This is an optimization exercise on Yosys and OpenROAD, whose aim is small area, a short achievable clock period and few clock cycles, not a production implementation. RTL that was checked went through simulation tests only; none was proved equivalent to the original.

Design DCT, start of the top module:
module DCT(
	input                     clk,
	input                     rst_n,
	input                     in_valid,
	input  signed       [7:0] in_data,
	output logic              out_valid,
	output logic signed [9:0] out_data
);
logic [5:0] cnt;
always_ff @(posedge clk or negedge rst_n) begin
	if (!rst_n)
		cnt <= 6'd0;
	else if (cnt == 6'd0)
		cnt <= in_valid ? 6'd1 : 6'd0;
	else if (cnt == 6'd34)
		cnt <= 6'd0;
	else
		cnt <= cnt + 6'd1;
end
always_ff @(posedge clk or negedge rst_n) begin
	if (!rst_n)
		out_valid <= 1'b0;
	else
		out_valid <= (cnt >= 6'd19) && (cnt <= 6'd34);
end
logic [5:0] cm12;
logic [1:0] trow;      
logic       rot, bank_ld;
logic [1:0] ysel;      
assign cm12 = cnt - 6'd12;
always_ff @(posedge clk) begin
	trow    <= cm12[3:2];
	rot     <= (cnt >= 6'd15) && (cnt <= 6'd27);
	bank_ld <= (cnt == 6'd17) || (cnt == 6'd21) || (cnt == 6'd25) || (cnt == 6'd29);
	ysel    <= cnt[1:0] + 2'd2;
end
logic signed [7:0] sr [0:15];
integer j;
always_ff @(posedge clk) begin
	sr[0] <= rot ? sr[15] : in_data;
	for (j = 1; j < 16; j = j + 1)
		sr[j] <= sr[j-1];
end
logic signed [7:0] ta, tb, tc, td;
logic signed [7:0] pa, pb, qa, qb;
  ...
Size in the first run: about 1500 cells after synthesis, roughly 15000 um2 of cells after synthesis.
==> flow/config.mk <==
export PLATFORM = sky130hd
export DESIGN_NAME = DCT
export DESIGN_NICKNAME = DCT
export VERILOG_FILES = /design/flow/design.v
export SDC_FILE = /design/flow/constraint.sdc
export NUM_CORES = 4
export LEC_CHECK = 0
export CAP_MARGIN = 20
export CORE_MARGIN = 2
export CORE_UTILIZATION = 40
export SLEW_MARGIN = 20
==> flow/constraint.sdc <==
create_clock -name core_clock -period 10.5 [get_ports {clk}]
set_input_delay 2.1000 -clock core_clock [delete_from_list [all_inputs] [get_ports {clk}]]
set_output_delay 2.1000 -clock core_clock [all_outputs]
set_load 0.01 [all_outputs]
run.sh (not shown) runs the stock make flow with config.mk's settings and CLKGATE_MAP_FILE= SYNTH_SCRIPT=/design/flow/synth_recipe.tcl, a recipe that flattens the netlist after the stock synthesis.
The first run ran to the end with no violations.
Edit:
--- a/flow/config.mk
+++ b/flow/config.mk
@@ -10,0 +11 @@
+export SETUP_SLACK_MARGIN = 5
Result:
- setup slack stays the same
- clock skew is unchanged
- final cell count is unchanged
- global-route usage does not change
- non-clock buffer count stays the same
- design area stays the same
- sequential share of layout area stays the same
- via count is unchanged
No functional check of the RTL was part of any run of this note.

========
v46:
Another version of the RTL of DCT (not shown whole).
Size: about 1,300 cells after synthesis, roughly 340 flip-flops, about 16,000 um^2 of cells after synthesis.
Settings: LEC_CHECK=0, CAP_MARGIN=20, CORE_MARGIN=2, CORE_UTILIZATION=40, CTS_CLUSTER_DIAMETER=70, CTS_CLUSTER_SIZE=20, SLEW_MARGIN=20; clock period 10.5 ns.
v46: full flow OK, the timing, design-rule and antenna checks passed
Here is what was changed in the inputs of v38 compared with v46.
-- flow/config.mk --
<<< v46, line 9
export CORE_MARGIN = 2
export CORE_UTILIZATION = 40
export CTS_CLUSTER_DIAMETER = 70
export CTS_CLUSTER_SIZE = 20
export SLEW_MARGIN = 20
>>> v38, line 9
export CORE_MARGIN = 2
export CORE_UTILIZATION = 60
export CTS_CLUSTER_DIAMETER = 100
export CTS_CLUSTER_SIZE = 30
export SLEW_MARGIN = 20
Findings:
Going from v46 to v38, the post-route worst setup slack was found to have gone up by 41 ps. | arrival time of the worst setup path | higher: v46 |.
For v59, these inputs were changed with respect to v38:
-- flow/config.mk --
<<< v38, line 9
export CORE_MARGIN = 2
export CORE_UTILIZATION = 60
export CTS_CLUSTER_DIAMETER = 100
>>> v59, line 9
export CORE_MARGIN = 2
export CORE_UTILIZATION = 40
export CTS_CLUSTER_DIAMETER = 100
## What came out
- No stage failed in v59, and the final checks on the layout all came back clean.
- Worst setup slack ended up 28 ps lower on v59 than on v38.
- Number of cells in the finished layout apart from fillers: v59 vs v38 up about 11%
- v59 — critical path data arrival time 30 ps higher, v38 as reference
- Post-layout utilization of the core, v59 and v38: lower on v59
- On setup fix buffers added after clock tree synthesis, v59 and v38 are neck and neck.
- Maximum achievable frequency was higher in the run labelled v38.
No run of this note included a check of the RTL's function; only the layout flow was run.

========
== v9 ==
DCT, a different RTL version from the one above (not shown whole).
For scale: roughly 1,300 cells after synthesis, roughly 320 flip-flops, ~22 I/O pins, ~0.015 mm² of cells after synthesis.
==> flow/config.mk <==
export PLATFORM = sky130hd
export DESIGN_NAME = DCT
export DESIGN_NICKNAME = DCT
export VERILOG_FILES = /design/flow/design.v
export SDC_FILE = /design/flow/constraint.sdc
export NUM_CORES = 4
export LEC_CHECK = 0
export CAP_MARGIN = 20
export CORE_MARGIN = 2
export CORE_UTILIZATION = 60
export CTS_CLUSTER_DIAMETER = 100
export CTS_CLUSTER_SIZE = 30
export SLEW_MARGIN = 20
==> flow/constraint.sdc <==
create_clock -name core_clock -period 10.5 [get_ports {clk}]
set_input_delay 2.1000 -clock core_clock [delete_from_list [all_inputs] [get_ports {clk}]]
set_output_delay 2.1000 -clock core_clock [all_outputs]
set_load 0.01 [all_outputs]
standard.sh (not shown) runs the stock make flow with config.mk's settings and CLKGATE_MAP_FILE= SYNTH_SCRIPT=/design/flow/synth_recipe.tcl, a recipe that flattens the netlist after the stock synthesis.
==> flow/flow/run.sh <==
#!/bin/bash
# Layout: the standard flow (standard.sh, all steps), except that the
# buffers ORFS puts on the input and output ports are buf_2 cells
# (buffer_ports -buffer_cell), and timing repair aims for 7.4 ns of setup slack.
# make's full output goes to flow.log here; each step's own log is under orfs/logs/.
set -euo pipefail
export BUFFER_PORTS_ARGS="-buffer_cell sky130_fd_sc_hd__buf_2"
export SETUP_SLACK_MARGIN=7.4
bash standard.sh > flow.log 2>&1
Testbench counts of v9, summed over its fixed seeds: cycles 8,704.
For v22, these inputs were changed with respect to v9:
Settings: CORE_UTILIZATION now 75, was 60.
Results
v22: no failed stages, no open violations at the end. In the metrics for v22 and v9, the one carrying the higher register-to-register slack is v9. Number of cell instances on the worst register-to-register path: v22 and v9 compared, higher one is v22. | clock insertion delay at the later pin of the skew report | v9 vs v22 | ≈ equal |. Via count came out higher on v22 than on v9. Diff v9..v22 | XOR/XNOR share of the synthesized area | unchanged. Number of standard cells in the final layout excluding fillers in v22 is 64 below v9. Diff v9 -> v22 | floorplan die area | decrease of 20%.
Here is what was changed in the inputs of v11 compared with v22.
Settings: CTS_CLUSTER_DIAMETER now 80, was 100; CTS_BUF_LIST now sky130_fd_sc_hd__clkbuf_8 sky130_fd_sc_hd__clkbuf_16, previously not set; CTS_CLUSTER_SIZE now 25, was 30; CORE_UTILIZATION now 60, was 75.
[summary]
Changes observed in v11 relative to v22: global-route wire length before repair down 1.6%; global-route usage down 5.1 points; maximum frequency flat; post-CTS setup repair buffer count up 1. Both conditions hold for v11: the flow ran to the end and the final layout passed the timing, design-rule and antenna checks.

========
job 2301:
DCT, a different RTL version from the one above (not shown whole).
Size in the first run: about 1400 cells after synthesis, about 320 flip-flops, about 22 I/O pins, ~16000 um2 of cells after synthesis.
clock: 10.5 ns
lec_check: 0
cap_margin: 20
core_margin: 2
core_utilization: 60
cts_buf_list: sky130_fd_sc_hd__clkbuf_8
cts_cluster_diameter: 60
cts_cluster_size: 20
slew_margin: 20
Scripts as last shown in full above: flow/flow/run.sh
Testbench counts of job 2301, summed over its fixed seeds: cycles 8,704.
Inputs modified between job 2301 and job 6971:
Settings: a deleted CTS_BUF_LIST that had been sky130_fd_sc_hd__clkbuf_8; a change of CTS_CLUSTER_SIZE from 20 to 30; a change of CTS_CLUSTER_DIAMETER from 60 to 100.
- Per the comparison of job 6971 with job 2301, post-detailed-route wirelength per cell higher; worst setup slack for register-to-register paths higher; number of clock buffer instances in the layout lower; number of filler cells placed in the layout roughly the same.
- Looking only at core utilization, and setting everything else aside, the lower value of job 6971 and job 2301 goes to job 6971.
- Job 6971 against job 2301: wire length lost 0.69%, detailed-routing wirelength on met1 neither gained nor lost much, layout-stage area growth over the synthesis result lost 0.67 points.
- Final critical path time including I/O delays and setup ended up 0.059 ns lower on job 6971 than on job 2301.
The inputs of job 3388 differ from those of job 6971 as listed below.
==> flow/flow/run.sh <==
#!/bin/bash
# Layout: the standard flow (standard.sh, all steps), except that the
# buffers ORFS puts on the input and output ports are buf_2 cells
# (buffer_ports -buffer_cell), timing repair aims for 7.4 ns of setup slack,
# and the clock tree puts no buffers at its branching points.
# make's full output goes to flow.log here; each step's own log is under orfs/logs/.
set -euo pipefail
export BUFFER_PORTS_ARGS="-buffer_cell sky130_fd_sc_hd__buf_2"
export SETUP_SLACK_MARGIN=7.4
export CTS_ARGS="-sink_clustering_enable -repair_clock_nets -sink_clustering_size 30 -sink_clustering_max_diameter 100 -branching_point_buffers_distance 10000 -distance_between_buffers 10000"
bash standard.sh > flow.log 2>&1
Findings:
Job 6971 → job 3388: number of well taps closely matched the old numbers; synthesized area barely changed; register-to-register slack about even; number of buffers other than clock buffers in the final layout shows no meaningful change.
Final critical delay including setup and external delays of job 6971 is on par with job 3388.
From job 6971 to job 3388, HPWL after detailed placement did not move at all.
On total of clock buffers placed in the layout, job 3388 tracks job 6971 almost exactly.
Fmax came out exactly the same in job 6971 and job 3388.
From job 6971 to job 3388, worst setup slack did not move at all.
Modified inputs, job 811 compared to job 3388
Settings: CTS_CLUSTER_SIZE now 35, was 30; CTS_CLUSTER_DIAMETER now 120, was 100.
==> flow/flow/run.sh <==
#!/bin/bash
# Layout: the standard flow (standard.sh, all steps), except that the
# buffers ORFS puts on the input and output ports are buf_2 cells
# (buffer_ports -buffer_cell), and timing repair aims for 7.4 ns of setup slack.
# make's full output goes to flow.log here; each step's own log is under orfs/logs/.
set -euo pipefail
export BUFFER_PORTS_ARGS="-buffer_cell sky130_fd_sc_hd__buf_2"
export SETUP_SLACK_MARGIN=7.4
bash standard.sh > flow.log 2>&1
Between job 3388 and job 811, the final cell count without fillers does not differ in any meaningful way. As far as number of placement rows goes, job 811 and job 3388 are indistinguishable; the numbers are identical. ~same latest clock arrival within the worst-skew pair in job 3388 and job 811. Sequential share of layout area across job 3388 and job 811: no real change.

========
The RTL this note starts from:
==> flow/design.v <==
module DCT(
	input                     clk,
	input                     rst_n,
	input                     in_valid,
	input  signed       [7:0] in_data,
	output logic              out_valid,
	output logic signed [9:0] out_data
);
function [35:0] csa;
	input [17:0] a, b, c;
	reg [17:0] s, k;
	begin
		s = a ^ b ^ c;
		k = (a & b) | (a & c) | (b & c);
		csa = {k[16:0], 1'b0, s};
	end
endfunction
function [17:0] padd;
	input [17:0] a, b;
	input        cin;
	reg [17:0] p, g, gg, pp, c;
	integer l, i, m;
	begin
		p = a ^ b;
		g = a & b;
		g[0] = g[0] | (p[0] & cin);
		gg = g;
		pp = p;
		for (l = 0; l < 5; l = l + 1)
			for (i = 0; i < 18; i = i + 1)
				if ((i >> l) & 1) begin
					m = ((i >> l) << l) - 1;
					gg[i] = gg[i] | (pp[i] & gg[m]);
					pp[i] = pp[i] & pp[m];
				end
		c = {gg[16:0], cin};
		padd = p ^ c;
	end
endfunction
function [35:0] paddc;
	input [17:0] a, b;
	reg [17:0] p, g, gg, pp, c0, c1;
	integer l, i, m;
	begin
		p = a ^ b;
		g = a & b;
		gg = g;
		pp = p;
		for (l = 0; l < 5; l = l + 1)
			for (i = 0; i < 18; i = i + 1)
				if ((i >> l) & 1) begin
					m = ((i >> l) << l) - 1;
					gg[i] = gg[i] | (pp[i] & gg[m]);
					pp[i] = pp[i] & pp[m];
				end
		c0 = {gg[16:0], 1'b0};
		c1 = {gg[16:0] | pp[16:0], 1'b1};
		paddc = {p ^ c1, p ^ c0};
	end
endfunction
logic [5:0] cnt;
always_ff @(posedge clk or negedge rst_n) begin
	if (!rst_n)
		cnt <= 6'd0;
	else if (cnt == 6'd0)
		cnt <= in_valid ? 6'd1 : 6'd0;
	else if (cnt == 6'd33)
		cnt <= 6'd0;
	else
		cnt <= cnt + 6'd1;
end
always_ff @(posedge clk or negedge rst_n) begin
	if (!rst_n)
		out_valid <= 1'b0;
	else
		out_valid <= (cnt >= 6'd18) && (cnt <= 6'd33);
end
logic [5:0] cm10;
logic [1:0] trow;      
logic       t1even, s_p, s_qa, s_qb1, s_qb2;
logic       r0sel, rot, m2_ld, bank_ld, y2_ld, m_rot;
logic [1:0] osel;      
assign cm10 = cnt - 6'd10;
assign trow = cm10[3:2];
always_ff @(posedge clk) begin
	t1even  <= (trow == 2'd2);
	s_p     <= (trow == 2'd2);
	s_qa    <= (trow == 2'd1);
	s_qb1   <= (trow == 2'd1);
	s_qb2   <= (trow == 2'd2);
	r0sel   <= (cnt >= 6'd12) && (cnt <= 6'd15);
	rot     <= (cnt >= 6'd15) && (cnt <= 6'd25);
	m2_ld   <= (cnt == 6'd15) || (cnt == 6'd19) || (cnt == 6'd23) || (cnt == 6'd27);
	bank_ld <= (cnt == 6'd16) || (cnt == 6'd20) || (cnt == 6'd24) || (cnt == 6'd28);
	y2_ld   <= (cnt == 6'd17) || (cnt == 6'd21) || (cnt == 6'd25) || (cnt == 6'd29);
	m_rot   <= (cnt == 6'd18) || (cnt == 6'd22) || (cnt == 6'd26) || (cnt == 6'd30);
	osel    <= cnt[1:0] + 2'd3;
end
logic signed [7:0] sr [0:15];
integer j;
always_ff @(posedge clk) begin
	sr[0] <= rot ? sr[15] : in_data;
	for (j = 1; j < 16; j = j + 1)
		sr[j] <= sr[j-1];
end
logic [17:0] r0a, r0b, r0c, r0d, r0s1, r0c1, r0s2, r0c2, r0u, r0s;
assign r0a = {10'd0, ~sr[0][7], sr[0][6:0]};
assign r0b = {10'd0, ~sr[4][7], sr[4][6:0]};
assign r0c = {10'd0, ~sr[8][7], sr[8][6:0]};
assign r0d = {10'd0, ~sr[12][7], sr[12][6:0]};
assign {r0c1, r0s1} = csa(r0a, r0b, r0c);
assign {r0c2, r0s2} = csa(r0s1, r0c1, r0d);
assign r0u = padd(r0s2, r0c2, 1'b0);
assign r0s = {8'd0, ~r0u[9], r0u[8:0]};
logic [7:0] ta, tb, tc, td;
logic [7:0] pa, pb, qa, qb;
assign ta = sr[2];
assign tb = sr[6];
assign tc = sr[10];
assign td = sr[14];
assign pa = s_p ? ta : td;
assign pb = s_p ? tc : ta;
assign qa = s_qa ? tc : tb;
assign qb = s_qb1 ? tb : s_qb2 ? td : tc;
logic [17:0] p1w, q1w;
assign p1w = padd({{10{pa[7]}}, pa}, ~{{10{pb[7]}}, pb}, 1'b1);
assign q1w = padd({{10{qa[7]}}, qa}, ~{{10{qb[7]}}, qb}, 1'b1);
logic [8:0] tp, tqv;
logic       teven;
always_ff @(posedge clk) begin
	tp    <= p1w[8:0];
	tqv   <= q1w[8:0];
	teven <= t1even;
end
logic [17:0] xp, xq, xt1, xt2, xt3, xt4, xt5, xt6;
logic [17:0] xs1, xc1, xs2, xc2, xs3, xc3, xs, xc;
assign xp  = {9'd0, ~tp[8], tp[7:0]};
assign xq  = {9'd0, ~tqv[8], tqv[7:0]};
assign xt1 = xp << 6;
assign xt2 = teven ? (xq << 6) : (xq << 5);
assign xt3 = teven ? 18'd0 : (xp << 4);
assign xt4 = teven ? 18'd0 : (xp << 1);
assign xt5 = teven ? 18'd0 : xp;
assign xt6 = teven ? 18'd0 : (xq << 1);
assign {xc1, xs1} = csa(xt1, xt2, xt3);
assign {xc2, xs2} = csa(xt4, xt5, xt6);
assign {xc3, xs3} = csa(xs1, xc1, xs2);
assign {xc,  xs}  = csa(xs3, xc3, xc2);
logic [15:0] ts, tc2;
logic        teven2;
always_ff @(posedge clk) begin
	ts     <= xs[15:0];
	tc2    <= xc[15:0];
	teven2 <= teven;
end
logic [17:0] tk, tsa, tca, tx;
assign tk  = teven2 ? 18'h08000 : 18'h08B00;
assign {tca, tsa} = csa({2'd0, ts}, {2'd0, tc2}, tk);
assign tx  = padd(tsa, tca, 1'b0);
logic [8:0]  yn;
logic        cn;
logic [8:0]  tq [1:3];
logic [17:0] ynext;
assign ynext = padd({9'd0, yn}, 18'd0, cn);
always_ff @(posedge clk) begin
	if (r0sel) begin
		yn <= r0s[9:1];
		cn <= r0s[9] & r0s[0];
	end else begin
		yn <= tx[15:7];
		cn <= tx[15] & (tx[6:0] != 7'd0);
	end
	tq[1] <= ynext[8:0];
	tq[2] <= tq[1];
	tq[3] <= tq[2];
end
logic [17:0] t0e, t1e, yne;
assign yne = {{9{yn[8]}}, yn};
assign t1e = {{9{tq[1][8]}}, tq[1]};
assign t0e = {{9{tq[3][8]}}, tq[3]};
logic [17:0] e1n, o1n, o0n;
assign e1n = padd(t1e, yne, cn);
assign o1n = padd(t1e, ~yne, ~cn);
assign o0n = padd(t0e, ~yne, ~cn);
logic [10:0] e1r;
always_ff @(posedge clk)
	e1r <= e1n[10:0];
logic [17:0] e1x, as0, ac0, as2, ac2, s0, s2;
assign e1x = {{7{e1r[10]}}, e1r};
assign {ac0, as0} = csa(t0e, yne, e1x);
assign {ac2, as2} = csa(t0e, yne, ~e1x);
assign s0 = padd(as0, ac0, cn);
assign s2 = padd(as2, {ac2[17:1], cn}, 1'b1);
logic [9:0]  y0r, y2a, y2r, m1, m2;
logic        y0f, y2af;
logic [17:0] y2i, m2n;
assign y2i = padd({8'd0, y2a}, 18'd0, y2af);
assign m2n = padd({8'd0, ~m2}, 18'd0, 1'b1);
always_ff @(posedge clk) begin
	y0r  <= s0[10:1];
	y0f  <= s0[11] & s0[0];
	y2a  <= s2[10:1];
	y2af <= s2[11] & s2[0];
	if (y2_ld) begin
		y2r <= y2i[9:0];
	end
	if (bank_ld)
		m1 <= o0n[9:0];
	else if (m_rot)
		m1 <= m2n[9:0];
	if (m2_ld)
		m2 <= o1n[9:0];
	else if (m_rot)
		m2 <= m1;
end
logic [17:0] zm1, zm2;
logic [17:0] zs1, zc1, zs2, zc2, zs3, zc3, zs, zc, zlo;
logic [6:0]  zor;
assign zm1 = {8'd0, ~m1[9], m1[8:0]};
assign zm2 = {8'd0, ~m2[9], m2[8:0]};
assign {zc1, zs1} = csa(zm1 << 6, zm1 << 4, zm1 << 1);
assign {zc2, zs2} = csa(zm1, zm2 << 5, zm2 << 1);
assign {zc3, zs3} = csa(zs1, zc1, zs2);
assign {zc,  zs}  = csa(zs3, zc3, zc2);
assign zlo = padd({11'd0, zs[6:0]}, {11'd0, zc[6:0]}, 1'b0);
assign zor = {zs[5:0] | zc[5:0], 1'b0};
logic [9:0] zsh, zch;
logic       zc7;
logic       znz;
always_ff @(posedge clk) begin
	zsh <= zs[16:7];
	zch <= zc[16:7];
	zc7 <= zlo[7];
	znz <= ((zs[6:0] ^ zc[6:0]) != zor);
end
logic [17:0] uk, us, uc;
logic [35:0] uu;
logic [9:0]  zt;
assign uk = {8'd0, 10'h22C | {9'd0, zc7}};
assign {uc, us} = csa({8'd0, zsh}, {8'd0, zch}, uk);
assign uu = paddc(us, uc);
assign zt = (uu[9] & znz) ? uu[27:18] : uu[9:0];
logic [17:0] y0i;
assign y0i = padd({8'd0, y0r}, 18'd0, y0f);
always_ff @(posedge clk) begin
	case (osel)
		2'd0: out_data <= y0i[9:0];
		2'd2: out_data <= y2r;
		default: out_data <= zt;
	endcase
end
endmodule
clock: 10.5 ns
lec_check: 0
cap_margin: 20
core_margin: 2
core_utilization: 60
cts_cluster_diameter: 100
cts_cluster_size: 30
slew_margin: 20
run.sh (not shown) runs the stock make flow with config.mk's settings and CLKGATE_MAP_FILE= SYNTH_SCRIPT=/design/flow/synth_recipe.tcl, a recipe that flattens the netlist after the stock synthesis.
Stock flow here: none of the scripts above is used.
Testbench counts at the start, summed over its fixed seeds: cycles 8,704.
Then changed:
==> flow/flow/run.sh (new file) <==
#!/bin/bash
# Layout: the standard flow (standard.sh, all steps), except that the
# buffers ORFS puts on the input and output ports are buf_2 cells
# (buffer_ports -buffer_cell) instead of its default choice.
# make's full output goes to flow.log here; each step's own log is under orfs/logs/.
set -euo pipefail
export BUFFER_PORTS_ARGS="-buffer_cell sky130_fd_sc_hd__buf_2"
bash standard.sh > flow.log 2>&1
==> flow/standard.sh (new file) <==
#!/bin/bash
# synth_recipe.tcl (not shown) runs the flow's synth.tcl, then flattens the netlist and writes it again
# the make line also repeats each setting of config.mk as NAME=value (left out here)
make -C /OpenROAD-flow-scripts/flow DESIGN_CONFIG=/design/flow/config.mk WORK_HOME=/design/flow/orfs CLKGATE_MAP_FILE= SYNTH_SCRIPT=/design/flow/synth_recipe.tcl "${@:-finish}"
removed: flow/run.sh
After rerunning:
- non-clock buffer count is unchanged
- sequential cell count stays the same
- synthesized cell count is unchanged
- worst hold slack gets worse by 0.026 ns
- global-route usage is lower by 0.31 points

-- static timing again, ports no longer ideal --
How much do the figures lean on ideal ports? The routed layouts below were timed once more, with nothing changed but the port constraints. Step 1 (the two cells are an assumption about what drives the block):
set clk [get_ports {clk}]
set_driving_cell -lib_cell sky130_fd_sc_hd__clkbuf_16 $clk
set_driving_cell -lib_cell sky130_fd_sc_hd__buf_2 [delete_from_list [all_inputs] $clk]
Step 2 also shifts input and output timing later by t, the mid clock arrival at the registers, as if the neighbouring blocks saw the same clock. Slacks: ideal ports / drivers / drivers and shift; pairs: ideal ports / drivers.
run | shift t [ns] | setup slack, ns | worst hold slack (ns) | worst slew at a driven data input, ns
the first run of note 1 | 0.596 | 5.421 / 5.421 / 5.421 | 0.321 / 0.321 / 0.321 | 0.03
the second run of note 1 | 0.596 | 5.421 / 5.421 / 5.421 | 0.321 / 0.321 / 0.321 | 0.03
v46 | 0.576 | 6.975 / 6.924 / 7.049 | 0.312 / 0.312 / 0.312 | 0.05
v38 | 0.542 | 7.015 / 6.968 / 7.041 | 0.323 / 0.323 / 0.323 | 0.03
v59 | 0.548 | 6.987 / 6.936 / 7.022 | 0.298 / 0.298 / 0.298 | 0.05
v9 | 0.538 | 7.406 / 7.357 / 7.532 | 0.321 / 0.321 / 0.321 | 0.03
v22 | 0.540 | 7.392 / 7.345 / 7.396 | 0.333 / 0.333 / 0.333 | 0.04
v11 | 0.554 | 7.389 / 7.341 / 7.529 | 0.320 / 0.320 / 0.320 | 0.03
job 2301 | 0.603 | 7.345 / 7.301 / 7.508 | 0.325 / 0.325 / 0.325 | 0.03
job 6971 | 0.546 | 7.404 / 7.355 / 7.544 | 0.329 / 0.329 / 0.329 | 0.03
job 3388 | 0.546 | 7.404 / 7.355 / 7.544 | 0.329 / 0.329 / 0.329 | 0.03
job 811 | 0.543 | 7.390 / 7.343 / 7.537 | 0.334 / 0.334 / 0.334 | 0.03
the first run of note 5 | 0.546 | 7.005 / 6.955 / 7.110 | 0.329 / 0.329 / 0.329 | 0.03
the second run of note 5 | 0.548 | 7.074 / 7.074 / 7.074 | 0.304 / 0.304 / 0.304 | 0.03
After both steps every run listed still meets setup and hold.
